Source: an optimization exercise on an open RTL-to-GDS flow (aim: small area). Production flows keep margins and buffers that such runs may drop. Function was checked by simulation only, so behaviour that the tests miss may differ from the original. No activity file was given, so power comes from the tool's default toggle rates. No driver is modelled on the clock port, so clocking that relies on it looks cheaper here than on a real chip.

<file path="flow/run.sh">
#!/bin/bash
# The standard layout with three changes:
#  - after synthesis, flow/polopt.py re-chooses the polarity of the full-adder
#    cells to drop inverters (the netlist stays logically the same, registers untouched);
#  - clock tree synthesis adds no dummy loads and clusters up to 35 sinks per buffer;
#  - port buffers are buf_1.
set -e
W=$PWD
R=$W/orfs/results/sky130hd/TOP_FIR/base
export CTS_ARGS="-sink_clustering_enable -repair_clock_nets -dont_use_dummy_load -buf_list sky130_fd_sc_hd__clkbuf_8 -sink_clustering_size 20 -sink_clustering_max_diameter 60"
export BUFFER_PORTS_ARGS="-buffer_cell sky130_fd_sc_hd__buf_1"
bash standard.sh $R/1_2_yosys.v > standard_synth.log 2>&1
cp $R/1_2_yosys.v $W/1_2_yosys_orig.v
python3 $W/flow/polopt.py $W/1_2_yosys_orig.v $R/1_2_yosys.v > polopt.log 2>&1
bash standard.sh > standard.log 2>&1
</file>
<file path="flow/polopt.py">
#!/usr/bin/env python3
"""Re-choose the polarity of full-adder cells in a mapped sky130hd netlist.

A full adder is self-dual: FA(~a, ~b, ~c) = (~sum, ~cout). For every fa cell this
script chooses whether it computes on true or complemented signals so that as few
inverters as possible are needed between cells. nor2b cells whose B_N input is
available complemented become nor2 cells. All inverters (inv_*) of the input
netlist are removed and the inverters still needed are re-inserted. Registers and
ports are untouched.

usage: polopt.py in.v out.v
"""
import re
import random
import sys

INV_RE = re.compile(r'^sky130_fd_sc_hd__(inv|clkinv)_\d+$')
INST_RE = re.compile(r'^(\s*)(sky130_fd_sc_hd__\w+)\s+(\S+)\s*\((.*?)\);', re.S | re.M)
PIN_RE = re.compile(r'\.(\w+)\(\s*([^()]*?)\s*\)')
OUT_PINS = {'X', 'Y', 'Q', 'Q_N', 'SUM', 'COUT', 'HI', 'LO'}

A_INV = 3.7536
A_NOR2B = 6.256
A_NOR2 = 3.7536


def main(src, dst):
    text = open(src).read()
    insts = []
    for m in INST_RE.finditer(text):
        pins = PIN_RE.findall(m.group(4))
        insts.append(dict(span=m.span(), indent=m.group(1), typ=m.group(2), name=m.group(3),
                          pins=[(p, n) for p, n in pins]))
    driver = {}
    for i, c in enumerate(insts):
        for p, n in c['pins']:
            if p in OUT_PINS:
                driver[n] = (i, p)

    rm_inv_set = set()
    invs = {i for i, c in enumerate(insts) if INV_RE.match(c['typ'])}

    def base(n):
        pol = 0
        while n in driver and driver[n][0] in rm_inv_set:
            c = insts[driver[n][0]]
            n = dict(c['pins'])['A']
            pol ^= 1
        return n, pol

    # ports: nets named like the module ports; inverters driving a port are kept
    hdr = re.search(r'module\s+\w+\s*\((.*?)\);', text, re.S).group(1)
    ports = {p.strip() for p in hdr.split(',')}

    def is_port(n):
        return n.split('[')[0].strip() in ports

    keep_inv = set()
    for i in invs:
        y = dict(insts[i]['pins'])['Y']
        if is_port(y):
            keep_inv.add(i)
    rm_inv = invs - keep_inv
    rm_inv_set.update(rm_inv)

    fas = [i for i, c in enumerate(insts) if c['typ'].startswith('sky130_fd_sc_hd__fa_')]
    fa_index = {i: k for k, i in enumerate(fas)}

    # sinks: (cell, pin, base net, pol)
    sinks = []
    for i, c in enumerate(insts):
        if i in rm_inv:
            continue
        for p, n in c['pins']:
            if p in OUT_PINS:
                continue
            b, pol = base(n)
            sinks.append((i, p, b, pol))
    # loads of removed inverters that are kept inverters' inputs are covered above

    by_base = {}
    for s in sinks:
        by_base.setdefault(s[2], []).append(s)

    def src_pol(b, f):
        if b in driver and driver[b][0] in fa_index:
            return f[fa_index[driver[b][0]]]
        return 0

    nor2b = {i for i, c in enumerate(insts) if c['typ'] == 'sky130_fd_sc_hd__nor2b_1'}

    def cost_base(b, f):
        sp = src_pol(b, f)
        need_inv = False
        extra = 0.0
        for (i, p, _, pol) in by_base[b]:
            req = pol ^ (f[fa_index[i]] if i in fa_index else 0)
            if i in nor2b and p == 'B_N':
                # nor2b(A, v) == nor2(A, ~v)
                extra += A_NOR2B if req == sp else A_NOR2
                continue
            if req != sp:
                need_inv = True
        return (A_INV if need_inv else 0.0) + extra

    # bases touched by each fa (its outputs and its inputs)
    touch = {}
    for i in fas:
        bs = set()
        for p, n in insts[i]['pins']:
            if p in OUT_PINS:
                if n in by_base:
                    bs.add(n)
            else:
                bs.add(base(n)[0])
        touch[i] = bs

    def total(f):
        return sum(cost_base(b, f) for b in by_base)

    def delta(f, k):
        bs = touch[fas[k]]
        before = sum(cost_base(b, f) for b in bs)
        f[k] ^= 1
        after = sum(cost_base(b, f) for b in bs)
        f[k] ^= 1
        return after - before

    rng = random.Random(1)
    best_f = [0] * len(fas)
    best = total(best_f)
    start = best
    for restart in range(60):
        f = [0] * len(fas) if restart == 0 else [rng.randint(0, 1) for _ in fas]
        improved = True
        while improved:
            improved = False
            order = list(range(len(fas)))
            rng.shuffle(order)
            for k in order:
                if delta(f, k) < -1e-9:
                    f[k] ^= 1
                    improved = True
            if not improved:
                # try pair flips of connected adders
                for k in order:
                    for k2 in range(len(fas)):
                        if k2 == k or not (touch[fas[k]] & touch[fas[k2]]):
                            continue
                        c0 = total_local(f, k, k2, touch, fas, cost_base)
                        f[k] ^= 1
                        f[k2] ^= 1
                        c1 = total_local(f, k, k2, touch, fas, cost_base)
                        if c1 < c0 - 1e-9:
                            improved = True
                            break
                        f[k] ^= 1
                        f[k2] ^= 1
                    if improved:
                        break
        t = total(f)
        if t < best - 1e-9:
            best, best_f = t, f[:]
    f = best_f
    sys.stderr.write('polopt: %d fa, %d inverters removed, cost %.1f -> %.1f\n'
                     % (len(fas), len(rm_inv), start, best))

    # ---- rebuild ----
    new_conn = {}      # (inst, pin) -> net
    new_type = {}      # inst -> type
    new_invs = []      # (name, in, out)
    inv_net = {}
    wires = []

    def inverted(b):
        if b not in inv_net:
            k = len(inv_net)
            nn = '_polopt_n%d_' % k
            inv_net[b] = nn
            new_invs.append(('_polopt_inv%d_' % k, b, nn))
            wires.append(nn)
        return inv_net[b]

    for b, ss in by_base.items():
        sp = src_pol(b, f)
        for (i, p, _, pol) in ss:
            req = pol ^ (f[fa_index[i]] if i in fa_index else 0)
            if i in nor2b and p == 'B_N':
                if req == sp:
                    new_conn[(i, p)] = b
                else:
                    new_type[i] = 'sky130_fd_sc_hd__nor2_1'
                    new_conn[(i, 'B')] = b
                    new_conn[(i, p)] = None
                continue
            new_conn[(i, p)] = b if req == sp else inverted(b)

    out = []
    pos = 0
    for i, c in enumerate(insts):
        s, e = c['span']
        out.append(text[pos:s])
        pos = e
        if i in rm_inv:
            continue
        typ = new_type.get(i, c['typ'])
        pins = []
        for p, n in c['pins']:
            if p in OUT_PINS:
                pins.append((p, n))
            elif (i, p) in new_conn:
                if new_conn[(i, p)] is None:
                    pins.append(('B', new_conn[(i, 'B')]))
                else:
                    pins.append((p, new_conn[(i, p)]))
            else:
                pins.append((p, n))
        body = ',\n'.join('    .%s(%s)' % (p, n if not n.startswith('\\') else n + ' ')
                          for p, n in pins)
        out.append('%s%s %s (\n%s\n  );' % (c['indent'], typ, c['name'], body))
    out.append(text[pos:])
    res = ''.join(out)
    add = ''.join('  wire %s;\n' % w for w in wires)
    add += ''.join('  sky130_fd_sc_hd__inv_1 %s (\n    .A(%s),\n    .Y(%s)\n  );\n'
                   % (nm, a if not a.startswith('\\') else a + ' ', y) for nm, a, y in new_invs)
    k = res.rindex('endmodule')
    res = res[:k] + add + res[k:]
    open(dst, 'w').write(res)


def total_local(f, k, k2, touch, fas, cost_base):
    bs = touch[fas[k]] | touch[fas[k2]]
    return sum(cost_base(b, f) for b in bs)


if __name__ == '__main__':
    main(sys.argv[1], sys.argv[2])
</file>
<file path="standard.sh">
#!/bin/bash
# synth_recipe.tcl (not shown) runs the flow's synth.tcl, then flattens the netlist and writes it again
# the make line also repeats each setting of config.mk as NAME=value (left out here)
make -C /OpenROAD-flow-scripts/flow DESIGN_CONFIG=/design/flow/config.mk WORK_HOME=/design/flow/orfs CLKGATE_MAP_FILE= SYNTH_SCRIPT=/design/flow/synth_recipe.tcl "${@:-finish}"
</file>
<file path="config.mk">
export PLATFORM = sky130hd
export DESIGN_NAME = TOP_FIR
export DESIGN_NICKNAME = TOP_FIR
export VERILOG_FILES = /design/flow/design.v
export SDC_FILE = /design/flow/constraint.sdc
export NUM_CORES = 4
export LEC_CHECK = 0
export CAP_MARGIN = 20
export CORE_MARGIN = 2
export CORE_UTILIZATION = 40
export SLEW_MARGIN = 20
</file>
<file path="constraint.sdc">
create_clock -name core_clock -period 5.0 [get_ports {clk}]
set_input_delay 1.0000 -clock core_clock [delete_from_list [all_inputs] [get_ports {clk}]]
set_output_delay 1.0000 -clock core_clock [all_outputs]
set_load 0.01 [all_outputs]
</file>
<file path="design.v">
`timescale 1ns / 1ps
module TOP_FIR(clk, rst, data_in, data_out);
input clk, rst;
input [15:0] data_in;
output [15:0] data_out;
reg [15:0] data_out;
reg [15:0] d [0:34];
reg [5:0] cnt;                 
reg f18, f19, f34, f35;        
reg [7:0] nlo;                 
reg [7:0] nhi;                 
reg [7:0] ylo;                 
reg cn7, kn8, cy7, ky8;        
integer i;
always @(posedge clk) begin
	d[0] <= data_in;
	for (i = 1; i < 35; i = i + 1)
		d[i] <= d[i-1];
end
always @(posedge clk) begin
	if (rst) begin
		cnt <= 6'd0;
		f18 <= 1'b0;
		f19 <= 1'b0;
		f34 <= 1'b0;
		f35 <= 1'b0;
	end else begin
		if (cnt != 6'd33)
			cnt <= cnt + 6'd1;
		f18 <= (cnt >= 6'd17);
		f19 <= f18;
		f34 <= (cnt == 6'd33);
		f35 <= f34;
	end
end
wire [15:0] a_h = d[18] & {16{f19}};    
wire [15:0] b_h = d[34] & {16{f35}};    
wire [15:0] a_l = d[17] & {16{f18}};    
wire [15:0] b_l = d[33] & {16{f34}};    
genvar g;
wire [7:0] nl_p = nlo ^ b_l[7:0] ^ ~a_l[7:0];
wire [7:0] nl_c = (nlo & b_l[7:0]) | (nlo & ~a_l[7:0]) | (b_l[7:0] & ~a_l[7:0]);
wire [7:0] nl_q = {nl_c[6:0], 1'b1};
wire [8:0] nl_k;
wire [7:0] nl_s;
assign nl_k[0] = 1'b0;
generate for (g = 0; g < 8; g = g + 1) begin : nl_add
	assign nl_s[g] = nl_p[g] ^ nl_q[g] ^ nl_k[g];
	assign nl_k[g+1] = (nl_p[g] & nl_q[g]) | (nl_p[g] & nl_k[g]) | (nl_q[g] & nl_k[g]);
end endgenerate
wire [7:0] nh_p = nhi ^ b_h[15:8] ^ ~a_h[15:8];
wire [7:0] nh_c = (nhi & b_h[15:8]) | (nhi & ~a_h[15:8]) | (b_h[15:8] & ~a_h[15:8]);
wire [7:0] nh_q = {nh_c[6:0], cn7};
wire [8:0] nh_k;
wire [7:0] nh_s;
assign nh_k[0] = kn8;
generate for (g = 0; g < 8; g = g + 1) begin : nh_add
	assign nh_s[g] = nh_p[g] ^ nh_q[g] ^ nh_k[g];
	assign nh_k[g+1] = (nh_p[g] & nh_q[g]) | (nh_p[g] & nh_k[g]) | (nh_q[g] & nh_k[g]);
end endgenerate
wire [7:0] al16 = {a_l[3:0], 4'b0000};
wire [7:0] yl_p = ylo ^ al16 ^ nlo;
wire [7:0] yl_c = (ylo & al16) | (ylo & nlo) | (al16 & nlo);
wire [7:0] yl_q = {yl_c[6:0], 1'b0};
wire [8:0] yl_k;
wire [7:0] yl_s;
assign yl_k[0] = 1'b0;
generate for (g = 0; g < 8; g = g + 1) begin : yl_add
	assign yl_s[g] = yl_p[g] ^ yl_q[g] ^ yl_k[g];
	assign yl_k[g+1] = (yl_p[g] & yl_q[g]) | (yl_p[g] & yl_k[g]) | (yl_q[g] & yl_k[g]);
end endgenerate
wire [7:0] ah16 = a_h[11:4];
wire [7:0] yh_p = data_out[15:8] ^ ah16 ^ nhi;
wire [7:0] yh_c = (data_out[15:8] & ah16) | (data_out[15:8] & nhi) | (ah16 & nhi);
wire [7:0] yh_q = {yh_c[6:0], cy7};
wire [8:0] yh_k;
wire [7:0] yh_s;
assign yh_k[0] = ky8;
generate for (g = 0; g < 8; g = g + 1) begin : yh_add
	assign yh_s[g] = yh_p[g] ^ yh_q[g] ^ yh_k[g];
	assign yh_k[g+1] = (yh_p[g] & yh_q[g]) | (yh_p[g] & yh_k[g]) | (yh_q[g] & yh_k[g]);
end endgenerate
always @(posedge clk) begin
	if (rst) begin
		nlo <= 8'd0;
		nhi <= 8'd0;
		ylo <= 8'd0;
		data_out <= 16'd0;
		cn7 <= 1'b0;
		kn8 <= 1'b1;
		cy7 <= 1'b0;
		ky8 <= 1'b0;
	end else begin
		nlo <= nl_s;
		nhi <= nh_s;
		ylo <= yl_s;
		data_out <= {yh_s, ylo};
		cn7 <= nl_c[7];
		kn8 <= nl_k[8];
		cy7 <= yl_c[7];
		ky8 <= yl_k[8];
	end
end
endmodule
</file>
==> results.rst, run 1 <==
.. list-table::
   :header-rows: 1

   * - Metric
     - Value
   * - Highest clock frequency the design can meet
     - 222 MHz
   * - Maximum buffer depth of the clock tree
     - 3
   * - Number of global-route vias before repair
     - 5057
   * - Clock root buffer master
     - sky130_fd_sc_hd__clkbuf_8
   * - Pin count of the biggest net entering global routing
     - 55
   * - Net count after synthesis
     - approximately 900
   * - Cell Rows
     - 68
   * - Antenna viol nets, final
     - 0
   * - Setup bufs post-CTS
     - 0
   * - Kind of start point of the critical path
     - flop
   * - Post-layout total power
     - 7480 µW
   * - Max Fanout on Critical Path
     - 8
   * - Routed wire length
     - 13.8 mm
   * - Number of cells in the finished layout apart from fillers
     - 1345
   * - Number of placed instances with taps included
     - 1306
   * - Transition at the pin with the smallest max-transition slack
     - 577 ps
   * - Share of final-layout standard cells stronger than drive strength 1
     - 0.0517
   * - IR drop worst, VDD
     - 0.274 mV
   * - Initial antenna violation count
     - 0
   * - Synth Instances
     - ~820
   * - Share of the clock period used by the worst path
     - 0.903
   * - Worst-case setup slack after placement
     - 414 ps
   * - Antenna Diode Count
     - 0
   * - Power density of the placed cells
     - 488 nW/µm²
   * - Clock slew at the register clock pins of the worst setup and hold paths
     - roughly 100 ps
   * - Sinks on Clock Net
     - 606
   * - Path type of the worst min-delay path
     - reg -> reg
   * - Cell with the most instances on the worst path
     - sky130_fd_sc_hd__fa_1
   * - Run status
     - finished clean
   * - Count of unresolved DRC violations after routing
     - 0
   * - Number of nets in the finished design
     - 971
   * - Starting utilization of the core area
     - 0.407
   * - Global-route wire length before repair
     - 23.9 mm
   * - Floorplan core area
     - approximately 35000 µm²
   * - CTS tree
     - done
   * - Number of top-level pins
     - 34
   * - Fill cell total of the finished layout
     - 3021
   * - Endpoint required time on the critical path
     - roughly 5500 ps
   * - Die height
     - 192 µm
   * - Data arrival time at the worst-slack endpoint
     - approximately 5000 ps
   * - Worst setup path category
     - reg -> reg
   * - Min Hold Slack
     - 284 ps
   * - Leakage component of the power
     - about 0.0063 µW
   * - Delay of the slowest cell on the worst path
     - 490 ps
   * - CP max-delay cell
     - sky130_fd_sc_hd__fa_1
   * - Cells along the critical path
     - nand2_1, fa_1, fa_1, fa_1, fa_1, fa_1, fa_1, fa_1, fa_1, inv_1, a21bo_2, and3_1, mux2_1
   * - Number of failing setup endpoints in the final timing report
     - 0
   * - Area used by multi-input combinational logic
     - 1820 µm²
   * - Avg Inst Size Synth
     - 17.1 µm²
   * - Port-buffer cells
     - 33
   * - Cell area after synthesis
     - 14100 µm²
   * - Count of TritonRoute iterations in the first routing pass
     - 4
   * - Die area
     - between 30000 and 40000 µm²
   * - DP Wirelength
     - about 8.4 mm
   * - Post-route worst setup slack
     - between 400 and 500 ps
   * - Routability cong.
     - 0.732
   * - Slew HR
     - 0.614
   * - Global route total overflow
     - 0
   * - Global routing usage summed across all routing layers
     - 0.0819
   * - CTS buffer count
     - 39
   * - Final sum of negative setup slack
     - 0 ps
   * - Via count
     - a little over 5k
   * - Average detailed-routed wire length per instance
     - 10.2 µm
   * - Count of routing violations after the opening detailed-route iteration
     - 203
   * - Final critical delay including setup and external delays
     - between 4000 and 5000 ps
   * - Worst clock skew
     - 43.3 ps
   * - CTS H-Tree Depth
     - 2
   * - CTS resizes
     - 0
   * - RSZ-0062 raised after global routing
     - no
   * - Nature of the critical path endpoint
     - flop
   * - Number of max-cap violations
     - 0
   * - Total number of yosys warnings
     - 2
   * - Layout area overhead
     - 8.64%
   * - Via density
     - 3.83
   * - Final count of pins violating max slew
     - 0
   * - Register area
     - 12100 µm²
   * - Final count of hold timing violations
     - 0
   * - Skew-Pair Late Insertion Delay
     - 570 ps
   * - Total of hold buffers inserted after clock tree synthesis
     - 0
   * - Die W
     - around 190 µm
==> where the power goes <==
part | internal [µW] | total (µW) | switching, µW
clock | 706 | 1980 | 1270
sequential | 5100 | 5200 | 96.9
combinational | 153 | 300 | 147
==> final cells by class <==
| type | instances | share of cell area |
|---|---|---|
| clock buffer | 39 | 0.0350 |
| inverter | 35 | 0.00857 |
| multi-input combinational | 175 | 0.119 |
| sequential | 606 | 0.792 |
| tap | 455 | 0.0371 |
| timing repair buffer | 35 | 0.00914 |
==> placed cells by master, fill, tap and decap left out, types with 2 or more instances in the layout <==
master	n
sky130_fd_sc_hd__inv_1	35
sky130_fd_sc_hd__nand3_1	2
sky130_fd_sc_hd__xnor2_1	4
sky130_fd_sc_hd__dfxtp_1	606
sky130_fd_sc_hd__nor2b_1	20
sky130_fd_sc_hd__and2_1	18
sky130_fd_sc_hd__xor2_1	3
sky130_fd_sc_hd__a21oi_1	5
sky130_fd_sc_hd__and3_1	3
sky130_fd_sc_hd__fa_1	53
sky130_fd_sc_hd__nor2_1	26
sky130_fd_sc_hd__buf_4	2
sky130_fd_sc_hd__ha_1	8
sky130_fd_sc_hd__nand2_1	19
sky130_fd_sc_hd__nor3_1	2
sky130_fd_sc_hd__clkbuf_8	39
sky130_fd_sc_hd__buf_1	32
==> routing by layer <==
metal | GRT usage | share of wire
met4 | 0.0411 | 0.038
met1 | 0.110 | 0.50
met5 | 0 | 0
met3 | 0.0256 | 0.058
met2 | 0.119 | 0.40
==> worst max-delay path, delay by kind of cell, from the launching register on <==
| kind | cells | cell delay [ps] |
|---|---|---|
| muxes | 1 | 280 |
| AOI/OAI and AO/OA | 1 | 220 |
| DFF | 1 | 430 |
| and+or+nand+nor | 2 | 270 |
| adders and majority gates | 8 | 3160 |
| buffers and inverters | 1 | 60 |
==> per-stage QoR <==
| stage | cell area, µm² | util |
|---|---|---|
| after detailed placement | 14800 | 0.427 |
| after CTS | 15300 | 0.443 |
| after floorplan | 14100 | - |
| after global placement | 14800 | 0.427 |
| final | 15300 | 0.443 |
| after global routing | 15300 | 0.443 |
==> sequential cells by signal (all words and copies together) (netlist names) <==
name	flops
ylo	8
data_out	16
ky8	1
f18	1
f19	1
f34	1
cy7	1
nlo	8
f35	1
cnt	6
cn7	1
d	552
nhi	8
kn8	1
==> final timing paths <==
check | from | end | slack, ps | cells past startpoint
hold / removal | d[27][12]$_DFF_P_ | d[28][12]$_DFF_P_ | 280 | 0
setup reg to reg | f35$_SDFF_PP0_ | nhi[7]$_SDFF_PP0_ | 490 | 13
setup / recovery | f35$_SDFF_PP0_ | nhi[7]$_SDFF_PP0_ | 490 | 13
hold reg to reg | d[27][12]$_DFF_P_ | d[28][12]$_DFF_P_ | 280 | 0
==> run 2: changes to the inputs <==
--- a/flow/run.sh
+++ b/flow/run.sh
@@ -9,3 +9,3 @@
 R=$W/orfs/results/sky130hd/TOP_FIR/base
-export CTS_ARGS="-sink_clustering_enable -repair_clock_nets -dont_use_dummy_load -buf_list sky130_fd_sc_hd__clkbuf_8 -sink_clustering_size 20 -sink_clustering_max_diameter 60"
+export CTS_ARGS="-sink_clustering_enable -repair_clock_nets -dont_use_dummy_load -buf_list sky130_fd_sc_hd__clkbuf_16 -sink_clustering_size 40 -sink_clustering_max_diameter 60"
 export BUFFER_PORTS_ARGS="-buffer_cell sky130_fd_sc_hd__buf_1"
==> results.rst, run 2 <==
.. list-table::
   :header-rows: 1

   * - Metric
     - Value
   * - Count of unresolved DRC violations after routing
     - 0 (unchanged)
   * - Leakage component of the power
     - 0.00643 µW (+2.6%)
   * - Setup bufs post-CTS
     - 0 (unchanged)
   * - Port-buffer cells
     - 33 (unchanged)
   * - RSZ-0062 raised after global routing
     - no
   * - Layout area overhead
     - 11.2%
   * - Commonest cells after routing, fill and taps aside
     - 606 x sky130_fd_sc_hd__dfxtp_1, 53 x sky130_fd_sc_hd__fa_1, 36 x sky130_fd_sc_hd__clkbuf_16, 35 x sky130_fd_sc_hd__inv_1, 32 x sky130_fd_sc_hd__buf_1
   * - Path type of the worst min-delay path
     - reg -> reg
   * - Final count of pins violating max slew
     - 0 (unchanged)
   * - Cells along the critical path
     - nand2_1, fa_1, fa_1, fa_1, fa_1, fa_1, fa_1, fa_1, fa_1, inv_1, a21bo_2, and3_1, mux2_1
   * - Post-layout total power
     - 8130 µW (+8.8%)
   * - Global route total overflow
     - 0 (unchanged)
   * - Via count
     - 5148 (unchanged)
   * - Number of cells in the finished layout apart from fillers
     - 1342 (-0.22%)
   * - Number of global-route vias before repair
     - 5077 (+0.40%)
   * - Worst clock skew
     - 61.0 ps (+17.6 ps)
   * - DP Wirelength
     - 8.38 mm (unchanged)
   * - IR drop worst, VDD
     - 0.342 mV (+25%)
   * - Final sum of negative setup slack
     - 0 ps (unchanged)
   * - Delay of the slowest cell on the worst path
     - 490 ps (about the same)
   * - Pin count of the biggest net entering global routing
     - 55 (unchanged)
   * - Count of TritonRoute iterations in the first routing pass
     - 4 (unchanged)
   * - Fill cell total of the finished layout
     - 2986 (-1.2%)
   * - Net count after synthesis
     - 902 (unchanged)
   * - Data arrival time at the worst-slack endpoint
     - 4930 ps (-50 ps)
   * - Routed wire length
     - 13.9 mm (+0.81%)
   * - Highest clock frequency the design can meet
     - 219 MHz (-0.99%)
   * - Initial antenna violation count
     - 0 (unchanged)
   * - Sinks on Clock Net
     - 606 (unchanged)
   * - Floorplan core area
     - 34600 µm² (unchanged)
   * - Average detailed-routed wire length per instance
     - 10.3 µm (+1.0%)
   * - Largest registers
     - d x552, data_out x16
   * - Number of failing setup endpoints in the final timing report
     - 0 (unchanged)
   * - Min Hold Slack
     - 266 ps (-18.2 ps)
   * - CP max-delay cell
     - sky130_fd_sc_hd__fa_1
   * - Slew HR
     - 0.612 (-0.00212)
   * - CTS H-Tree Depth
     - 2 (unchanged)
   * - Avg Inst Size Synth
     - 17.1 µm² (unchanged)
   * - Final critical delay including setup and external delays
     - 4560 ps (+45.0 ps)
   * - Via density
     - 3.84 (+0.22%)
   * - Kind of cell with the highest combined delay on the critical path
     - adder cells
   * - Kind of start point of the critical path
     - flop
   * - Clock slew at the register clock pins of the worst setup and hold paths
     - 110 ps (about the same)
   * - Register area
     - 12100 µm² (unchanged)
   * - Share of final-layout standard cells stronger than drive strength 1
     - 0.0485 (-0.00321)
   * - Starting utilization of the core area
     - 0.407 (unchanged)
   * - Most frequent standard cell in the layout excluding fill and tap cells
     - sky130_fd_sc_hd__dfxtp_1
   * - Total number of yosys warnings
     - 2 (unchanged)
   * - Largest register FFs
     - 552 (unchanged)
   * - Antenna viol nets, final
     - 0 (unchanged)
   * - Number of top-level pins
     - 34 (unchanged)
   * - Die height
     - 192 µm (unchanged)
   * - CTS buffer count
     - 36 (-7.7%)
   * - Cell area after synthesis
     - 14100 µm² (unchanged)
   * - Max Fanout on Critical Path
     - 8 (unchanged)
   * - Nature of the critical path endpoint
     - flop
   * - Routability cong.
     - 0.732 (unchanged)
   * - Endpoint required time on the critical path
     - 5380 ps (-80 ps)
   * - CTS resizes
     - 0 (unchanged)
   * - Global-route wire length before repair
     - 24.0 mm (+0.23%)
   * - Transition at the pin with the smallest max-transition slack
     - 580 ps (+3.18 ps)
   * - Cell with the most instances on the worst path
     - sky130_fd_sc_hd__fa_1
   * - Die W
     - 192 µm (unchanged)
   * - Number of placed instances with taps included
     - 1306 (unchanged)
   * - Skew-Pair Late Insertion Delay
     - 530 ps (-40 ps)
   * - Power density of the placed cells
     - 518 nW/µm² (+6.2%)
   * - Final count of hold timing violations
     - 0 (unchanged)
   * - Worst setup path category
     - reg -> reg
   * - Number of buffer and inverter stages on the critical path
     - 1 (unchanged)
   * - Number of max-cap violations
     - 0 (unchanged)
   * - Number of nets in the finished design
     - 968 (-0.31%)
   * - CTS tree
     - done
   * - Clock root buffer master
     - sky130_fd_sc_hd__clkbuf_16
   * - Die area
     - 36800 µm² (unchanged)
   * - Maximum buffer depth of the clock tree
     - 3 (unchanged)
   * - Count of routing violations after the opening detailed-route iteration
     - 153 (-25%)
   * - Share of the clock period used by the worst path
     - 0.912 (+0.00900)
   * - Run status
     - finished clean
   * - Area used by multi-input combinational logic
     - 1820 µm² (unchanged)
   * - Top reg by flops
     - d
   * - Antenna Diode Count
     - 0 (unchanged)
   * - Cell Rows
     - 68 (unchanged)
   * - Global routing usage summed across all routing layers
     - 0.0818 (-0.000106)
   * - Total of hold buffers inserted after clock tree synthesis
     - 0 (unchanged)
   * - Synth Instances
     - 823 (unchanged)
   * - Core Util, Final
     - 0.453 (+0.0105)
-- run 2: per-stage QoR --
step	worst slack, ps	instance area, µm²
after floorplan	383	14100
after global placement	490	14800
after detailed placement	414	14800
after CTS	409	15700
after global routing	287	15700
final	441	15700
-- run 2: worst paths after layout --
| kind | to | slack [ps] | startpoint | cells past startpoint |
|---|---|---|---|---|
| worst max-delay path | nhi[7]$_SDFF_PP0_ | 440 | f35$_SDFF_PP0_ | 13 |
| worst min-delay path | d[7][14]$_DFF_P_ | 270 | d[6][14]$_DFF_P_ | 0 |
| worst max register to register | nhi[7]$_SDFF_PP0_ | 440 | f35$_SDFF_PP0_ | 13 |
| worst min register to register | d[7][14]$_DFF_P_ | 270 | d[6][14]$_DFF_P_ | 0 |
-- run 2: where the power goes --
part           switching, µW  internal (µW)  leakage, µW
Clock                   1350           1280     0.000444
Sequential              97.0           5110      0.00510
Combinational            148            153     0.000892
Total                   1590           6540      0.00643
-- run 2: worst register-to-register path, stage by stage (launching register included) --
cell	delay, ps
sky130_fd_sc_hd__dfxtp_1	430
sky130_fd_sc_hd__nand2_1	120
sky130_fd_sc_hd__fa_1	490
sky130_fd_sc_hd__fa_1	390
sky130_fd_sc_hd__fa_1	390
sky130_fd_sc_hd__fa_1	390
sky130_fd_sc_hd__fa_1	380
sky130_fd_sc_hd__fa_1	380
sky130_fd_sc_hd__fa_1	380
sky130_fd_sc_hd__fa_1	360
sky130_fd_sc_hd__inv_1	60
sky130_fd_sc_hd__a21bo_2	220
sky130_fd_sc_hd__and3_1	150
sky130_fd_sc_hd__mux2_1	280
-- run 2: area by class of cell --
class                      count  area share
sequential                   606       0.773
multi-input combinational    175       0.116
clock buffer                  36      0.0574
tap                          455      0.0363
timing repair buffer          35     0.00893
inverter                      35     0.00837
-- run 2: routing by layer --
metal / GRT usage / vias to the layer above / wire length [µm]
met4: 0.0382 / 0 / 511
met1: 0.110 / 2423 / 7010
li1: - / 2611 / -
met5: 0 / - / 0
met3: 0.0238 / 39 / 679
met2: 0.122 / 75 / 5670
==> run 3: changes to the inputs <==
--- a/flow/run.sh
+++ b/flow/run.sh
@@ -9,3 +9,3 @@
 R=$W/orfs/results/sky130hd/TOP_FIR/base
-export CTS_ARGS="-sink_clustering_enable -repair_clock_nets -dont_use_dummy_load -buf_list sky130_fd_sc_hd__clkbuf_16 -sink_clustering_size 40 -sink_clustering_max_diameter 60"
+export CTS_ARGS="-sink_clustering_enable -repair_clock_nets -dont_use_dummy_load -buf_list sky130_fd_sc_hd__clkbuf_16 -sink_clustering_size 35 -sink_clustering_max_diameter 200"
 export BUFFER_PORTS_ARGS="-buffer_cell sky130_fd_sc_hd__buf_1"
==> results.rst, run 3 <==
.. list-table::
   :header-rows: 1

   * - Metric
     - Value
   * - Number of top-level pins
     - 34 (unchanged)
   * - Switching power total
     - 1480 µW (-7.1%)
   * - Number of nets in the finished design
     - 953 (-1.5%)
   * - Cell area after synthesis
     - 14100 µm² (unchanged)
   * - Share of the clock period used by the worst path
     - 0.913 (+0.00143)
   * - Port-buffer cells
     - 33 (unchanged)
   * - Pin count of the biggest net entering global routing
     - 55 (unchanged)
   * - Cell internal power dissipation
     - 6020 µW (-7.9%)
   * - Core Util, Final
     - 0.442 (-0.0108)
   * - Setup slack, reg-to-reg
     - 430 ps (about the same)
   * - Antenna Diode Count
     - 0 (unchanged)
   * - Die height
     - 192 µm (unchanged)
   * - Highest clock frequency the design can meet
     - 219 MHz (-0.16%)
   * - Sinks on Clock Net
     - 606 (unchanged)
   * - CTS buffer count
     - 21 (-42%)
   * - Via density
     - 3.83 (-0.17%)
   * - Count of routing violations after the opening detailed-route iteration
     - 216 (+41%)
   * - CTS tree
     - done
   * - Data arrival time at the worst-slack endpoint
     - 5000 ps (+70 ps)
   * - Total number of yosys warnings
     - 2 (unchanged)
   * - Sequential Power Share
     - 0.694 (+0.054)
   * - Global routing usage summed across all routing layers
     - 0.0785 (-0.00331)
   * - Global route total overflow
     - 0 (unchanged)
   * - Kind of start point of the critical path
     - flop
   * - IR drop worst, VDD
     - 0.361 mV (+5.7%)
   * - Die area
     - 36800 µm² (unchanged)
   * - Largest registers
     - d x552, data_out x16
   * - Switch share
     - 0.197 (+0.00128)
   * - Count of unresolved DRC violations after routing
     - 0 (unchanged)
   * - Nature of the critical path endpoint
     - flop
   * - Net count after synthesis
     - 902 (unchanged)
   * - Run status
     - finished clean
   * - Number of failing setup endpoints in the final timing report
     - 0 (unchanged)
   * - Endpoint required time on the critical path
     - 5440 ps (+60 ps)
   * - Most frequent standard cell in the layout excluding fill and tap cells
     - sky130_fd_sc_hd__dfxtp_1
   * - Top reg by flops
     - d
   * - Final sum of negative setup slack
     - 0 ps (unchanged)
   * - Cell Rows
     - 68 (unchanged)
   * - Layout area overhead
     - 8.56%
   * - Count of TritonRoute iterations in the first routing pass
     - 4 (unchanged)
   * - Max Fanout on Critical Path
     - 8 (unchanged)
   * - Setup bufs post-CTS
     - 0 (unchanged)
   * - Via count
     - 5082 (-1.3%)
   * - Path type of the worst min-delay path
     - reg -> reg
   * - Floorplan core area
     - 34600 µm² (unchanged)
   * - Worst clock skew
     - 52.7 ps (-8.24 ps)
   * - CTS H-Tree Depth
     - 1 (-1)
   * - Maximum buffer depth of the clock tree
     - 3 (unchanged)
   * - Leakage component of the power
     - 0.00625 µW (-2.9%)
   * - Clock slew at the register clock pins of the worst setup and hold paths
     - 110 ps (about the same)
   * - Number of max-cap violations
     - 0 (unchanged)
   * - Worst setup path category
     - reg -> reg
   * - Synth Instances
     - 823 (unchanged)
   * - Fill cell total of the finished layout
     - 3018 (+1.1%)
   * - Post-layout total power
     - 7500 µW (-7.8%)
   * - Number of global-route vias before repair
     - 4841 (-4.6%)
   * - Transition at the pin with the smallest max-transition slack
     - 579 ps (-0.913 ps)
   * - Clock root buffer master
     - sky130_fd_sc_hd__clkbuf_16
   * - Routed wire length
     - 13.5 mm (-2.6%)
   * - Final count of pins violating max slew
     - 0 (unchanged)
   * - CTS resizes
     - 0 (unchanged)
   * - Largest register FFs
     - 552 (unchanged)
   * - Final count of hold timing violations
     - 0 (unchanged)
   * - Routability cong.
     - 0.732 (unchanged)
   * - Total of hold buffers inserted after clock tree synthesis
     - 0 (unchanged)
   * - Antenna viol nets, final
     - 0 (unchanged)
   * - Slew HR
     - 0.613 (about the same)
   * - DP Wirelength
     - 8.38 mm (unchanged)
   * - Min Hold Slack
     - 262 ps (-3.80 ps)
   * - Initial antenna violation count
     - 0 (unchanged)
   * - Average detailed-routed wire length per instance
     - 10.2 µm (-1.5%)
   * - Die W
     - 192 µm (unchanged)
   * - Avg Inst Size Synth
     - 17.1 µm² (unchanged)
   * - Commonest cells after routing, fill and taps aside
     - 606 x sky130_fd_sc_hd__dfxtp_1, 53 x sky130_fd_sc_hd__fa_1, 35 x sky130_fd_sc_hd__inv_1, 32 x sky130_fd_sc_hd__buf_1, 26 x sky130_fd_sc_hd__nor2_1
   * - RSZ-0062 raised after global routing
     - no
   * - Starting utilization of the core area
     - 0.407 (unchanged)
   * - Share of final-layout standard cells stronger than drive strength 1
     - 0.0321 (-0.0164)
   * - Skew-Pair Late Insertion Delay
     - 530 ps (about the same)
   * - Power density of the placed cells
     - 490 nW/µm² (-5.5%)
   * - Part of the total power dissipated in the clock network
     - 0.266 (-0.057)
   * - Logic pwr share
     - 0.040 (+0.003)
   * - Final critical delay including setup and external delays
     - 4570 ps (+7.16 ps)
   * - Global-route wire length before repair
     - 23.2 mm (-3.1%)
[run 3: layer usage]
metal,up-vias,wire (µm),track usage
met1,2406,6990,0.110
li1,2583,-,-
met5,-,0,0
met4,0,452,0.0287
met2,60,5520,0.118
met3,33,544,0.0183
[run 3: path summary, 6_finish.rpt]
| check | endpoint | cells after the start | from |
|---|---|---|---|
| worst max-delay path | nhi[7]$_SDFF_PP0_ | 13 | f35$_SDFF_PP0_ |
| worst min-delay path | d[8][3]$_DFF_P_ | 0 | d[7][3]$_DFF_P_ |
| worst max register to register | nhi[7]$_SDFF_PP0_ | 13 | f35$_SDFF_PP0_ |
| worst min register to register | d[8][3]$_DFF_P_ | 0 | d[7][3]$_DFF_P_ |
[run 3: worst max-delay path, cell delays in order (launching register included)]
cell                      delay, ps
sky130_fd_sc_hd__dfxtp_1        450
sky130_fd_sc_hd__nand2_1        120
sky130_fd_sc_hd__fa_1           490
sky130_fd_sc_hd__fa_1           390
sky130_fd_sc_hd__fa_1           390
sky130_fd_sc_hd__fa_1           390
sky130_fd_sc_hd__fa_1           380
sky130_fd_sc_hd__fa_1           380
sky130_fd_sc_hd__fa_1           380
sky130_fd_sc_hd__fa_1           370
sky130_fd_sc_hd__inv_1           60
sky130_fd_sc_hd__a21bo_2        220
sky130_fd_sc_hd__and3_1         150
sky130_fd_sc_hd__mux2_1         280
[run 3: cell type report]
type                            count  area (µm²)  share of cell area
Sequential cell                   606       12100               0.792
Multi-Input combinational cell    175        1820               0.119
Tap cell                          455         569              0.0372
Clock buffer                       21         526              0.0343
Timing Repair Buffer               35         140             0.00915
Inverter                           35         131             0.00858
[run 3: through the flow]
stage	cell area [µm²]	cells	setup slack, ps
floorplan	14100	823	383
global placement	14800	1306	490
detailed placement	14800	1306	414
CTS	15300	1327	397
global route	15300	1327	286
finish	15300	1327	434
[run 3: power by group through the flow]
stage	sequential [µW]	clock [µW]	combinational, µW
finish	5200	2000	300
CTS	5210	2140	310
global route	5240	2290	350
global placement	5310	0	300
floorplan	5290	0	220
detailed placement	5320	0	309
==> run 4: changes to the inputs <==
--- a/flow/run.sh
+++ b/flow/run.sh
@@ -9,3 +9,3 @@
 R=$W/orfs/results/sky130hd/TOP_FIR/base
-export CTS_ARGS="-sink_clustering_enable -repair_clock_nets -dont_use_dummy_load -buf_list sky130_fd_sc_hd__clkbuf_16 -sink_clustering_size 35 -sink_clustering_max_diameter 200"
+export CTS_ARGS="-sink_clustering_enable -repair_clock_nets -dont_use_dummy_load -buf_list sky130_fd_sc_hd__clkbuf_16 -sink_clustering_size 35 -sink_clustering_max_diameter 100"
 export BUFFER_PORTS_ARGS="-buffer_cell sky130_fd_sc_hd__buf_1"
==> results.rst, run 4 <==
.. list-table::
   :header-rows: 1

   * - Metric
     - Value
   * - Run status
     - finished clean
   * - Number of failing setup endpoints in the final timing report
     - 0 (unchanged)
   * - Number of cells in the finished layout apart from fillers
     - 1327 (unchanged)
   * - Number of max-cap violations
     - 0 (unchanged)
   * - Routability cong.
     - 0.732 (unchanged)
   * - Power density of the placed cells
     - 490 nW/µm² (unchanged)
   * - Starting utilization of the core area
     - 0.407 (unchanged)
   * - Average detailed-routed wire length per instance
     - 10.2 µm (unchanged)
   * - Clock root buffer master
     - sky130_fd_sc_hd__clkbuf_16
   * - Largest registers
     - d x552, data_out x16
   * - Layout area overhead
     - 8.56% (unchanged)
   * - Share of the clock period used by the worst path
     - 0.913 (unchanged)
   * - Final count of pins violating max slew
     - 0 (unchanged)
   * - Count of cell instances traversed by the critical path
     - 13 (unchanged)
   * - Synth Instances
     - 823 (unchanged)
   * - Cell with the most instances on the worst path
     - sky130_fd_sc_hd__fa_1
   * - Number of top-level pins
     - 34 (unchanged)
   * - Most frequent standard cell in the layout excluding fill and tap cells
     - sky130_fd_sc_hd__dfxtp_1
   * - Global route hottest layer
     - met2
   * - Leakage component of the power
     - 0.00625 µW (unchanged)
   * - Endpoint required time on the critical path
     - 5440 ps (about the same)
   * - Setup bufs post-CTS
     - 0 (unchanged)
   * - Global route total overflow
     - 0 (unchanged)
   * - CTS resizes
     - 0 (unchanged)
   * - Die W
     - 192 µm (unchanged)
   * - Port-buffer cells
     - 33 (unchanged)
   * - Highest clock frequency the design can meet
     - 219 MHz (unchanged)
   * - Avg Inst Size Synth
     - 17.1 µm² (unchanged)
   * - Kind of cell with the highest combined delay on the critical path
     - adder cells
   * - Worst clock skew
     - 52.7 ps (unchanged)
   * - Number of placed instances with taps included
     - 1306 (unchanged)
   * - Count of unresolved DRC violations after routing
     - 0 (unchanged)
   * - Maximum buffer depth of the clock tree
     - 3 (unchanged)
   * - Net count after synthesis
     - 902 (unchanged)
   * - Delay of the slowest cell on the worst path
     - 490 ps (about the same)
   * - Antenna Diode Count
     - 0 (unchanged)
   * - Antenna viol nets, final
     - 0 (unchanged)
   * - Total of hold buffers inserted after clock tree synthesis
     - 0 (unchanged)
   * - Final critical delay including setup and external delays
     - 4570 ps (unchanged)
   * - Transition at the pin with the smallest max-transition slack
     - 579 ps (unchanged)
   * - Number of global-route vias before repair
     - 4841 (unchanged)
   * - Floorplan core area
     - 34600 µm² (unchanged)
   * - Final count of hold timing violations
     - 0 (unchanged)
   * - Met3 routing resource usage after global routing
     - 0.0183 (unchanged)
   * - Top reg by flops
     - d
   * - Final sum of negative setup slack
     - 0 ps (unchanged)
   * - Pin count of the biggest net entering global routing
     - 55 (unchanged)
   * - CTS buffer count
     - 21 (unchanged)
   * - Clock slew at the register clock pins of the worst setup and hold paths
     - 110 ps (about the same)
   * - CTS tree
     - done
   * - Global-route met1 utilization
     - 0.110 (unchanged)
   * - Sinks on Clock Net
     - 606 (unchanged)
   * - Routed wire length
     - 13.5 mm (unchanged)
   * - Kind of start point of the critical path
     - flop
   * - Data arrival time at the worst-slack endpoint
     - 5000 ps (about the same)
   * - Path type of the worst min-delay path
     - reg -> reg
   * - Max Fanout on Critical Path
     - 8 (unchanged)
   * - CP max-delay cell
     - sky130_fd_sc_hd__fa_1
   * - Die height
     - 192 µm (unchanged)
   * - Initial antenna violation count
     - 0 (unchanged)
   * - Number of nets in the finished design
     - 953 (unchanged)
   * - Largest register FFs
     - 552 (unchanged)
   * - Number of buffer and inverter stages on the critical path
     - 1 (unchanged)
   * - IR drop worst, VDD
     - 0.361 mV (unchanged)
   * - Commonest cells after routing, fill and taps aside
     - 606 x sky130_fd_sc_hd__dfxtp_1, 53 x sky130_fd_sc_hd__fa_1, 35 x sky130_fd_sc_hd__inv_1, 32 x sky130_fd_sc_hd__buf_1, 26 x sky130_fd_sc_hd__nor2_1
   * - RSZ-0062 raised after global routing
     - no
   * - Slew HR
     - 0.613 (unchanged)
   * - Cells along the critical path
     - nand2_1, fa_1, fa_1, fa_1, fa_1, fa_1, fa_1, fa_1, fa_1, inv_1, a21bo_2, and3_1, mux2_1
   * - Total number of yosys warnings
     - 2 (unchanged)
   * - Global-route wire length before repair
     - 23.2 mm (unchanged)
   * - DP Wirelength
     - 8.38 mm (unchanged)
   * - Skew-Pair Late Insertion Delay
     - 530 ps (about the same)
   * - Cell depth of the worst min-delay path
     - 0 (unchanged)
   * - Nature of the critical path endpoint
     - flop
   * - Global routing usage summed across all routing layers
     - 0.0785 (unchanged)
   * - Count of routing violations after the opening detailed-route iteration
     - 216 (unchanged)
   * - Cell area after synthesis
     - 14100 µm² (unchanged)
   * - Worst R2R Path Depth
     - 13 (unchanged)
   * - Cell Rows
     - 68 (unchanged)
   * - Via density
     - 3.83 (unchanged)
   * - Die area
     - 36800 µm² (unchanged)
   * - Met2 track utilization from global routing
     - 0.118 (unchanged)
   * - Count of TritonRoute iterations in the first routing pass
     - 4 (unchanged)
   * - Via count
     - 5082 (unchanged)
   * - Share of final-layout standard cells stronger than drive strength 1
     - 0.0321 (unchanged)
   * - Worst setup path category
     - reg -> reg
   * - CTS H-Tree Depth
     - 1 (unchanged)
   * - Setup slack, reg-to-reg
     - 430 ps (about the same)
==> run 4: worst register-to-register path, stage by stage, from the launching register on <==
cell and delay (ps):
sky130_fd_sc_hd__dfxtp_1 450, sky130_fd_sc_hd__nand2_1 120, sky130_fd_sc_hd__fa_1 490, sky130_fd_sc_hd__fa_1 390
sky130_fd_sc_hd__fa_1 390, sky130_fd_sc_hd__fa_1 390, sky130_fd_sc_hd__fa_1 380, sky130_fd_sc_hd__fa_1 380
sky130_fd_sc_hd__fa_1 380, sky130_fd_sc_hd__fa_1 370, sky130_fd_sc_hd__inv_1 60, sky130_fd_sc_hd__a21bo_2 220
sky130_fd_sc_hd__and3_1 150, sky130_fd_sc_hd__mux2_1 280
==> run 4: worst paths after layout <==
check | start | to
worst max-delay path | f35$_SDFF_PP0_ | nhi[7]$_SDFF_PP0_
worst min-delay path | d[7][3]$_DFF_P_ | d[8][3]$_DFF_P_
worst max register to register | f35$_SDFF_PP0_ | nhi[7]$_SDFF_PP0_
worst min register to register | d[7][3]$_DFF_P_ | d[8][3]$_DFF_P_
==> run 4: metrics by stage <==
stage / area, µm² / utilization / total power (µW) / hold WS, ps / worst slack [ps]
floorplan: 14100 / - / 5510 / 310 / 383
global placement: 14800 / 0.427 / 5610 / 310 / 490
detailed placement: 14800 / 0.427 / 5630 / 312 / 414
CTS: 15300 / 0.442 / 7660 / 258 / 397
global route: 15300 / 0.442 / 7880 / 262 / 286
finish: 15300 / 0.442 / 7500 / 262 / 434
==> run 4: power by group <==
group / switching [µW] / internal [µW] / total (µW)
sequential: 97.0 / 5110 / 5200
clock: 1230 / 764 / 2000
combinational: 147 / 153 / 300
==> run 4: per-layer routing <==
layer  vias up  wire length, µm
met5         -                0
met4         0              452
met3        33              544
met2        60             5520
met1      2406             6990
li1       2583                -
==> run 4: final cells by class <==
type,count,area [µm²]
clock buffers,21,526
fillers,3018,19300
inverters,35,131
multi-input cells,175,1820
flip-flops and latches,606,12100
well taps,455,569
repair buffers,35,140
==> run 5: changes to the inputs <==
--- a/design.v
+++ b/design.v
@@ -60,11 +60,18 @@
 end endgenerate
-wire [7:0] al16 = {a_l[3:0], 4'b0000};
-wire [7:0] yl_p = ylo ^ al16 ^ nlo;
-wire [7:0] yl_c = (ylo & al16) | (ylo & nlo) | (al16 & nlo);
-wire [7:0] yl_q = {yl_c[6:0], 1'b0};
-wire [8:0] yl_k;
+wire [3:0] yl0_s;
+wire [4:0] yl0_k;
+assign yl0_k[0] = 1'b0;
+generate for (g = 0; g < 4; g = g + 1) begin : yl0_add
+	assign yl0_s[g] = ylo[g] ^ nlo[g] ^ yl0_k[g];
+	assign yl0_k[g+1] = (ylo[g] & nlo[g]) | (ylo[g] & yl0_k[g]) | (nlo[g] & yl0_k[g]);
+end endgenerate
+wire [3:0] yl_p = ylo[7:4] ^ a_l[3:0] ^ nlo[7:4];
+wire [3:0] yl_c = (ylo[7:4] & a_l[3:0]) | (ylo[7:4] & nlo[7:4]) | (a_l[3:0] & nlo[7:4]);
+wire [3:0] yl_q = {yl_c[2:0], 1'b0};
+wire [4:0] yl_k;
 wire [7:0] yl_s;
-assign yl_k[0] = 1'b0;
-generate for (g = 0; g < 8; g = g + 1) begin : yl_add
-	assign yl_s[g] = yl_p[g] ^ yl_q[g] ^ yl_k[g];
+assign yl_k[0] = yl0_k[4];
+assign yl_s[3:0] = yl0_s;
+generate for (g = 0; g < 4; g = g + 1) begin : yl_add
+	assign yl_s[g+4] = yl_p[g] ^ yl_q[g] ^ yl_k[g];
 	assign yl_k[g+1] = (yl_p[g] & yl_q[g]) | (yl_p[g] & yl_k[g]) | (yl_q[g] & yl_k[g]);
@@ -99,4 +106,4 @@
 		kn8 <= nl_k[8];
-		cy7 <= yl_c[7];
-		ky8 <= yl_k[8];
+		cy7 <= yl_c[3];
+		ky8 <= yl_k[4];
 	end
--- a/flow/run.sh
+++ b/flow/run.sh
@@ -2,4 +2,4 @@
 # The standard layout with three changes:
-#  - after synthesis, flow/polopt.py re-chooses the polarity of the full-adder
-#    cells to drop inverters (the netlist stays logically the same, registers untouched);
+#  - after synthesis, flow/polopt2.py re-chooses the polarity of the full-adder
+#    cells (and the cell type of two-input gates) to drop inverters (the netlist stays logically the same, registers untouched);
 #  - clock tree synthesis adds no dummy loads and clusters up to 35 sinks per buffer;
@@ -13,3 +13,3 @@
 cp $R/1_2_yosys.v $W/1_2_yosys_orig.v
-python3 $W/flow/polopt.py $W/1_2_yosys_orig.v $R/1_2_yosys.v > polopt.log 2>&1
+python3 $W/flow/polopt2.py $W/1_2_yosys_orig.v $R/1_2_yosys.v > polopt.log 2>&1
 bash standard.sh > standard.log 2>&1
==> flow/polopt2.py (new file) <==
#!/usr/bin/env python3
"""Re-choose signal polarities in a mapped sky130hd netlist to save inverters.

 - A full adder is self-dual: FA(~a, ~b, ~c) = (~sum, ~cout), so every fa cell may
   compute on complemented signals instead.
 - A two-input gate (and2, nand2, nor2, or2 and their inverted-input forms, xor2,
   xnor2) may be replaced by the cheapest such cell that computes the same output
   from whatever polarity of its inputs is available.
All inverters of the input netlist are removed, a polarity is chosen for every
full adder, and the inverters still needed are re-inserted. Registers, their names
and ports are untouched; the netlist computes the same function.

usage: polopt2.py in.v out.v
"""
import re
import random
import sys

INV_RE = re.compile(r'^sky130_fd_sc_hd__(inv|clkinv)_\d+$')
INST_RE = re.compile(r'^(\s*)(sky130_fd_sc_hd__\w+)\s+(\S+)\s*\((.*?)\);', re.S | re.M)
PIN_RE = re.compile(r'\.(\w+)\(\s*([^()]*?)\s*\)')
OUT_PINS = {'X', 'Y', 'Q', 'Q_N', 'SUM', 'COUT', 'HI', 'LO'}
P = 'sky130_fd_sc_hd__'
A_INV = 3.7536

# two-input cells: name -> (area, input pins, output pin, function of the two pins)
G2 = {
    'and2_1': (6.256, ('A', 'B'), 'X', lambda a, b: a & b),
    'and2b_1': (7.5072, ('A_N', 'B'), 'X', lambda a, b: (1 - a) & b),
    'nand2_1': (3.7536, ('A', 'B'), 'Y', lambda a, b: 1 - (a & b)),
    'nand2b_1': (6.256, ('A_N', 'B'), 'Y', lambda a, b: 1 - ((1 - a) & b)),
    'nor2_1': (3.7536, ('A', 'B'), 'Y', lambda a, b: 1 - (a | b)),
    'nor2b_1': (6.256, ('A', 'B_N'), 'Y', lambda a, b: (1 - a) & b),
    'or2_1': (6.256, ('A', 'B'), 'X', lambda a, b: a | b),
    'or2b_1': (7.5072, ('A', 'B_N'), 'X', lambda a, b: a | (1 - b)),
    'xor2_1': (8.7584, ('A', 'B'), 'X', lambda a, b: a ^ b),
    'xnor2_1': (8.7584, ('A', 'B'), 'Y', lambda a, b: 1 - (a ^ b)),
}


def tt(fn):
    return tuple(fn(a, b) for a in (0, 1) for b in (0, 1))


BEST = {}
for cell, (area, pins, outp, fn) in G2.items():
    for swap in (0, 1):
        t = tuple(fn(b, a) if swap else fn(a, b) for a in (0, 1) for b in (0, 1))
        if t not in BEST or area < BEST[t][0]:
            BEST[t] = (area, cell, swap)


def main(src, dst, seed=1, restarts=200):
    text = open(src).read()
    insts = []
    for m in INST_RE.finditer(text):
        insts.append(dict(span=m.span(), indent=m.group(1), typ=m.group(2), name=m.group(3),
                          pins=PIN_RE.findall(m.group(4))))
    driver = {}
    for i, c in enumerate(insts):
        for p, n in c['pins']:
            if p in OUT_PINS:
                driver[n] = (i, p)

    hdr = re.search(r'module\s+\w+\s*\((.*?)\);', text, re.S).group(1)
    ports = {p.strip() for p in hdr.split(',')}

    def is_port(n):
        return n.split('[')[0].strip() in ports

    invs = {i for i, c in enumerate(insts) if INV_RE.match(c['typ'])}
    rm_inv = {i for i in invs if not is_port(dict(insts[i]['pins'])['Y'])}

    def base(n):
        pol = 0
        while n in driver and driver[n][0] in rm_inv:
            n = dict(insts[driver[n][0]]['pins'])['A']
            pol ^= 1
        return n, pol

    fas = [i for i, c in enumerate(insts) if c['typ'] == P + 'fa_1']
    fa_index = {i: k for k, i in enumerate(fas)}
    gates = {}
    for i, c in enumerate(insts):
        short = c['typ'][len(P):]
        if short in G2:
            area, pins, outp, fn = G2[short]
            pm = dict(c['pins'])
            # logical function over (pin0 net, pin1 net) as given
            gates[i] = (tt(fn), [pm[pins[0]], pm[pins[1]]], outp, pm[outp])

    # rigid sinks: (inst, pin, base, pol)
    rigid = {}
    gate_in = {}   # gate inst -> [(base, pol), (base, pol)]
    for i, c in enumerate(insts):
        if i in rm_inv:
            continue
        if i in gates:
            gate_in[i] = [base(n) for n in gates[i][1]]
            continue
        for p, n in c['pins']:
            if p in OUT_PINS:
                continue
            b, pol = base(n)
            rigid.setdefault(b, []).append((i, p, pol))
    bases = set(rigid)
    for i, ins in gate_in.items():
        for b, _ in ins:
            bases.add(b)
    bases = sorted(bases)

    def src_pol(b, f):
        if b in driver and driver[b][0] in fa_index:
            return f[fa_index[driver[b][0]]]
        return 0

    def evaluate(f, detail=False):
        sp = {b: src_pol(b, f) for b in bases}
        has_inv = {}
        for b in bases:
            need = False
            for (i, p, pol) in rigid.get(b, ()):
                req = pol ^ (f[fa_index[i]] if i in fa_index else 0)
                if req != sp[b]:
                    need = True
                    break
            has_inv[b] = need
        cost = A_INV * sum(has_inv.values())
        choice = {}
        for i, (t, _, _, _) in gates.items():
            (b0, p0), (b1, p1) = gate_in[i]
            best = None
            opts0 = [sp[b0]] + ([1 - sp[b0]] if has_inv[b0] else [])
            opts1 = [sp[b1]] + ([1 - sp[b1]] if has_inv[b1] else [])
            for q0 in opts0:
                for q1 in opts1:
                    # physical value x0 = logical_base0 ^ q0; gate wants logical input
                    # v0 = base0 ^ p0 = x0 ^ q0 ^ p0
                    d0, d1 = q0 ^ p0, q1 ^ p1
                    tt2 = tuple(t[(a ^ d0) * 2 + (b ^ d1)] for a in (0, 1) for b in (0, 1))
                    area, cell, swap = BEST[tt2]
                    if best is None or area < best[0]:
                        best = (area, cell, swap, q0, q1)
            cost += best[0]
            choice[i] = best
        if detail:
            return cost, sp, has_inv, choice
        return cost

    rng = random.Random(seed)
    nfa = len(fas)
    best_f = [0] * nfa
    best = evaluate(best_f)
    start = best
    for restart in range(restarts):
        f = [0] * nfa if restart == 0 else [rng.randint(0, 1) for _ in fas]
        cur = evaluate(f)
        improved = True
        while improved:
            improved = False
            order = list(range(nfa))
            rng.shuffle(order)
            for k in order:
                f[k] ^= 1
                c = evaluate(f)
                if c < cur - 1e-9:
                    cur = c
                    improved = True
                else:
                    f[k] ^= 1
        if cur < best - 1e-9:
            best, best_f = cur, f[:]
    f = best_f
    cost, sp, has_inv, choice = evaluate(f, True)
    sys.stderr.write('polopt2: %d fa, %d gates, %d inverters removed, cost %.1f -> %.1f\n'
                     % (nfa, len(gates), len(rm_inv), start, cost))

    # ---- rebuild ----
    inv_net = {}
    new_invs = []

    def net(b, q):
        """physical net carrying base b complemented q times relative to its source"""
        if q == sp[b]:
            return b
        if b not in inv_net:
            k = len(inv_net)
            inv_net[b] = '_polopt_n%d_' % k
            new_invs.append(('_polopt_inv%d_' % k, b, inv_net[b]))
        return inv_net[b]

    new_pins = {}
    for b, ss in rigid.items():
        for (i, p, pol) in ss:
            req = pol ^ (f[fa_index[i]] if i in fa_index else 0)
            new_pins[(i, p)] = net(b, req)
    for i, (area, cell, swap, q0, q1) in choice.items():
        (b0, _), (b1, _) = gate_in[i]
        n0, n1 = net(b0, q0), net(b1, q1)
        cpins = G2[cell][1]
        outp = G2[cell][2]
        ins = (n1, n0) if swap else (n0, n1)
        new_pins[i] = (P + cell, [(cpins[0], ins[0]), (cpins[1], ins[1]), (outp, gates[i][3])])

    def fmt(n):
        return n + ' ' if n.startswith('\\') else n

    out = []
    pos = 0
    for i, c in enumerate(insts):
        s, e = c['span']
        out.append(text[pos:s])
        pos = e
        if i in rm_inv:
            continue
        if i in gates:
            typ, pins = new_pins[i]
        else:
            typ = c['typ']
            pins = [(p, new_pins.get((i, p), n)) if p not in OUT_PINS else (p, n)
                    for p, n in c['pins']]
        body = ',\n'.join('    .%s(%s)' % (p, fmt(n)) for p, n in pins)
        out.append('%s%s %s (\n%s\n  );' % (c['indent'], typ, c['name'], body))
    out.append(text[pos:])
    res = ''.join(out)
    add = ''.join('  wire %s;\n' % nn for _, _, nn in new_invs)
    add += ''.join('  %sinv_1 %s (\n    .A(%s),\n    .Y(%s)\n  );\n' % (P, nm, fmt(a), y)
                   for nm, a, y in new_invs)
    k = res.rindex('endmodule')
    open(dst, 'w').write(res[:k] + add + res[k:])


if __name__ == '__main__':
    main(sys.argv[1], sys.argv[2])
removed: flow/polopt.py
==> results.rst, run 5 <==
.. list-table::
   :header-rows: 1

   * - Metric
     - Value
   * - Count of TritonRoute iterations in the first routing pass
     - 4 (unchanged)
   * - Routability cong.
     - 0.743 (+1.4%)
   * - Setup bufs post-CTS
     - 0 (unchanged)
   * - CTS buffer count
     - 21 (unchanged)
   * - CTS tree
     - done
   * - Source of the worst register-to-register timing path
     - f35$_SDFF_PP0_
   * - Kind of start point of the critical path
     - flop
   * - Power density of the placed cells
     - 493 nW/µm² (+0.58%)
   * - Starting utilization of the core area
     - 0.407 (-0.000518)
   * - Delay of the slowest cell on the worst path
     - 480 ps (about the same)
   * - Via count
     - 5043 (-0.77%)
   * - Path type of the worst min-delay path
     - reg -> reg
   * - Final count of pins violating max slew
     - 0 (unchanged)
   * - DP Wirelength
     - 8.49 mm (+1.3%)
   * - Maximum buffer depth of the clock tree
     - 3 (unchanged)
   * - Commonest cells after routing, fill and taps aside
     - 606 x sky130_fd_sc_hd__dfxtp_1, 53 x sky130_fd_sc_hd__fa_1, 32 x sky130_fd_sc_hd__buf_1, 31 x sky130_fd_sc_hd__inv_1, 26 x sky130_fd_sc_hd__nor2_1
   * - Slew HR
     - 0.629 (+0.0159)
   * - RSZ-0062 raised after global routing
     - no
   * - Cell internal power dissipation
     - 6020 µW (about the same)
   * - Global route total overflow
     - 0 (unchanged)
   * - Part of the total power dissipated in the clock network
     - 0.268 (+0.002)
   * - Synth Instances
     - 816 (-0.85%)
   * - Dpl cell area
     - 14700 µm² (-0.36%)
   * - Top reg by flops
     - d
   * - Total number of yosys warnings
     - 2 (unchanged)
   * - Cell Rows
     - 68 (unchanged)
   * - CP max-delay cell
     - sky130_fd_sc_hd__fa_1
   * - Cell area after synthesis
     - 14100 µm² (-0.37%)
   * - Run status
     - finished clean
   * - Startpoint of the worst hold path
     - d[11][2]$_DFF_P_
   * - Nature of the critical path endpoint
     - flop
   * - IR drop worst, VDD
     - 0.409 mV (+13%)
   * - Die area
     - 36700 µm² (-0.36%)
   * - CTS H-Tree Depth
     - 1 (unchanged)
   * - Final count of hold timing violations
     - 0 (unchanged)
   * - Number of max-cap violations
     - 0 (unchanged)
   * - Data arrival time at the worst-slack endpoint
     - 5020 ps (+20 ps)
   * - Net count after synthesis
     - 892 (-1.1%)
   * - Sinks on Clock Net
     - 606 (unchanged)
   * - Antenna Diode Count
     - 0 (unchanged)
   * - Floorplan core area
     - 34500 µm² (-0.25%)
   * - Most frequent standard cell in the layout excluding fill and tap cells
     - sky130_fd_sc_hd__dfxtp_1
   * - Global routing usage summed across all routing layers
     - 0.0806 (+0.00203)
   * - Clock slew at the register clock pins of the worst setup and hold paths
     - 120 ps (about the same)
   * - Initial antenna violation count
     - 0 (unchanged)
   * - Number of top-level pins
     - 34 (unchanged)
   * - CTS resizes
     - 0 (unchanged)
   * - Worst R2R Path Depth
     - 13 (unchanged)
   * - Total of hold buffers inserted after clock tree synthesis
     - 0 (unchanged)
   * - Worst setup path category
     - reg -> reg
   * - Via density
     - 3.82 (-0.24%)
   * - Skew-Pair Late Insertion Delay
     - 540 ps (about the same)
   * - Post-route worst setup slack
     - 406 ps (-28.6 ps)
   * - Cell with the most instances on the worst path
     - sky130_fd_sc_hd__fa_1
   * - Count of routing violations after the opening detailed-route iteration
     - 187 (-13%)
   * - Sequential Power Share
     - 0.692 (-0.002)
   * - Cells along the critical path
     - nand2_1, fa_1, fa_1, fa_1, fa_1, fa_1, fa_1, fa_1, fa_1, inv_1, a21bo_2, and3_1, mux2_1
   * - Global-route wire length before repair
     - 23.8 mm (+2.6%)
   * - Count of unresolved DRC violations after routing
     - 0 (unchanged)
   * - Logic pwr share
     - 0.040 (about the same)
   * - Worst-case setup slack after placement
     - 383 ps (-31.0 ps)
   * - Routed wire length
     - 13.8 mm (+2.5%)
   * - Cell depth of the worst min-delay path
     - 0 (unchanged)
   * - Port-buffer cells
     - 33 (unchanged)
   * - Number of nets in the finished design
     - 943 (-1.0%)
   * - Switch share
     - 0.199 (+0.00175)
   * - Pin count of the biggest net entering global routing
     - 54 (-1.8%)
   * - Worst clock skew
     - 52.3 ps (-0.406 ps)
   * - Average detailed-routed wire length per instance
     - 10.5 µm (+3.0%)
   * - Final critical delay including setup and external delays
     - 4590 ps (+28.6 ps)
   * - Share of the clock period used by the worst path
     - 0.919 (+0.00572)
   * - Number of cells in the finished layout apart from fillers
     - 1320 (-0.53%)
   * - Largest register FFs
     - 552 (unchanged)
   * - Transition at the pin with the smallest max-transition slack
     - 557 ps (-22.4 ps)
   * - Die W
     - 191 µm (-0.18%)
   * - Number of global-route vias before repair
     - 4915 (+1.5%)
   * - Capture endpoint of the worst hold path
     - d[12][2]$_DFF_P_
   * - Max Fanout on Critical Path
     - 8 (unchanged)
   * - Die height
     - 191 µm (-0.18%)
   * - Setup slack, reg-to-reg
     - 410 ps (-30 ps)
   * - Cell area after layout
     - 15300 µm² (-0.34%)
   * - Number of failing setup endpoints in the final timing report
     - 0 (unchanged)
   * - Share of final-layout standard cells stronger than drive strength 1
     - 0.0324 (+0.000260)
   * - Number of placed instances with taps included
     - 1299 (-0.54%)
   * - End of the worst register-to-register path
     - nhi[7]$_SDFF_PP0_
   * - Layout area overhead
     - 8.59% (about the same)
   * - Leakage component of the power
     - 0.00623 µW (-0.20%)
   * - Switching power total
     - 1500 µW (+1.1%)
   * - Avg Inst Size Synth
     - 17.2 µm² (+0.48%)
   * - Antenna viol nets, final
     - 0 (unchanged)
   * - Final sum of negative setup slack
     - 0 ps (unchanged)
   * - Highest clock frequency the design can meet
     - 218 MHz (-0.62%)
   * - Clock root buffer master
     - sky130_fd_sc_hd__clkbuf_16
   * - Endpoint required time on the critical path
     - 5430 ps (about the same)
   * - Largest registers
     - d x552, data_out x16
==> run 5: layout make-up <==
class,count,area [µm²]
fillers,3085,19300
flip-flops and latches,606,12100
multi-input cells,172,1780
well taps,455,569
clock buffers,21,526
repair buffers,35,140
inverters,31,116
==> run 5: stage by stage <==
step | util | power (µW) | hold WS (ps)
after floorplan | - | 5510 | 310
after global placement | 0.427 | 5610 | 310
after detailed placement | 0.427 | 5630 | 312
after CTS | 0.442 | 7680 | 263
after global routing | 0.442 | 7900 | 260
final | 0.442 | 7520 | 267
==> run 5: per-layer routing <==
metal | vias up | track usage | part of all wire
li1 | 2557 | - | -
met1 | 2405 | 0.113 | 0.52
met2 | 56 | 0.122 | 0.41
met3 | 25 | 0.0211 | 0.045
met4 | 0 | 0.0251 | 0.026
met5 | - | 0 | 0
==> run 5: critical path: cells and delay by family (launching register included) <==
| family | cells | cell delay, ps |
|---|---|---|
| buffers and inverters | 1 | 70 |
| AND/OR/NAND/NOR | 2 | 280 |
| flip-flops | 1 | 450 |
| AO/OA/AOI/OAI | 1 | 220 |
| adder cells (fa/ha/maj) | 8 | 3190 |
| multiplexers | 1 | 290 |
==> run 5: worst max path at each step <==
stage	from	endpoint	slack [ps]	cells past startpoint
global route	f35$_SDFF_PP0_	nhi[7]$_SDFF_PP0_	170	13
floorplan	f19$_SDFF_PP0_	nhi[7]$_SDFF_PP0_	380	14
global placement	f35$_SDFF_PP0_	nhi[7]$_SDFF_PP0_	470	13
CTS	f35$_SDFF_PP0_	nhi[7]$_SDFF_PP0_	360	13
detailed placement	f35$_SDFF_PP0_	nhi[7]$_SDFF_PP0_	380	13
finish	f35$_SDFF_PP0_	nhi[7]$_SDFF_PP0_	410	13
==> run 5: power groups by stage <==
stage | Sequential (µW) | Clock [µW] | Combinational (µW)
3_5_place_dp | 5320 | 0 | 310
3_3_place_gp | 5310 | 0 | 301
2_1_floorplan | 5290 | 0 | 218
6_report | 5200 | 2010 | 304
4_1_cts | 5210 | 2150 | 315
5_1_grt | 5240 | 2300 | 368

==> port drivers added, routing unchanged <==
The flow's constraints put no driver on any port. The routed layouts listed below were extracted and timed again, unchanged, in two steps. Step 1: set_driving_cell puts a clkbuf_16 on clk and a buf_2 on each other input, an assumption about the parent block. Step 2 times the ports against the registers' clock, not the clock port: input delays grow and output delays shrink by t, the midpoint of the rising clock arrivals with the driver on. a / b / c = ideal / step 1 / step 2; a / b = the first two.
run | shift t [ns] | setup WS [ns] | worst register clock-pin slew, ns | pins driven straight from the clock port
run 1 | 0.585 | 0.486 / 0.486 / 0.486 | 0.11 / 0.11 | 1
run 2 | 0.553 | 0.441 / 0.441 / 0.441 | 0.12 / 0.12 | 1
run 3 | 0.561 | 0.434 / 0.434 / 0.434 | 0.12 / 0.12 | 1
run 4 | 0.561 | 0.434 / 0.434 / 0.434 | 0.12 / 0.12 | 1
run 5 | 0.561 | 0.406 / 0.406 / 0.406 | 0.12 / 0.12 | 1
After both steps every run listed still meets setup and hold.
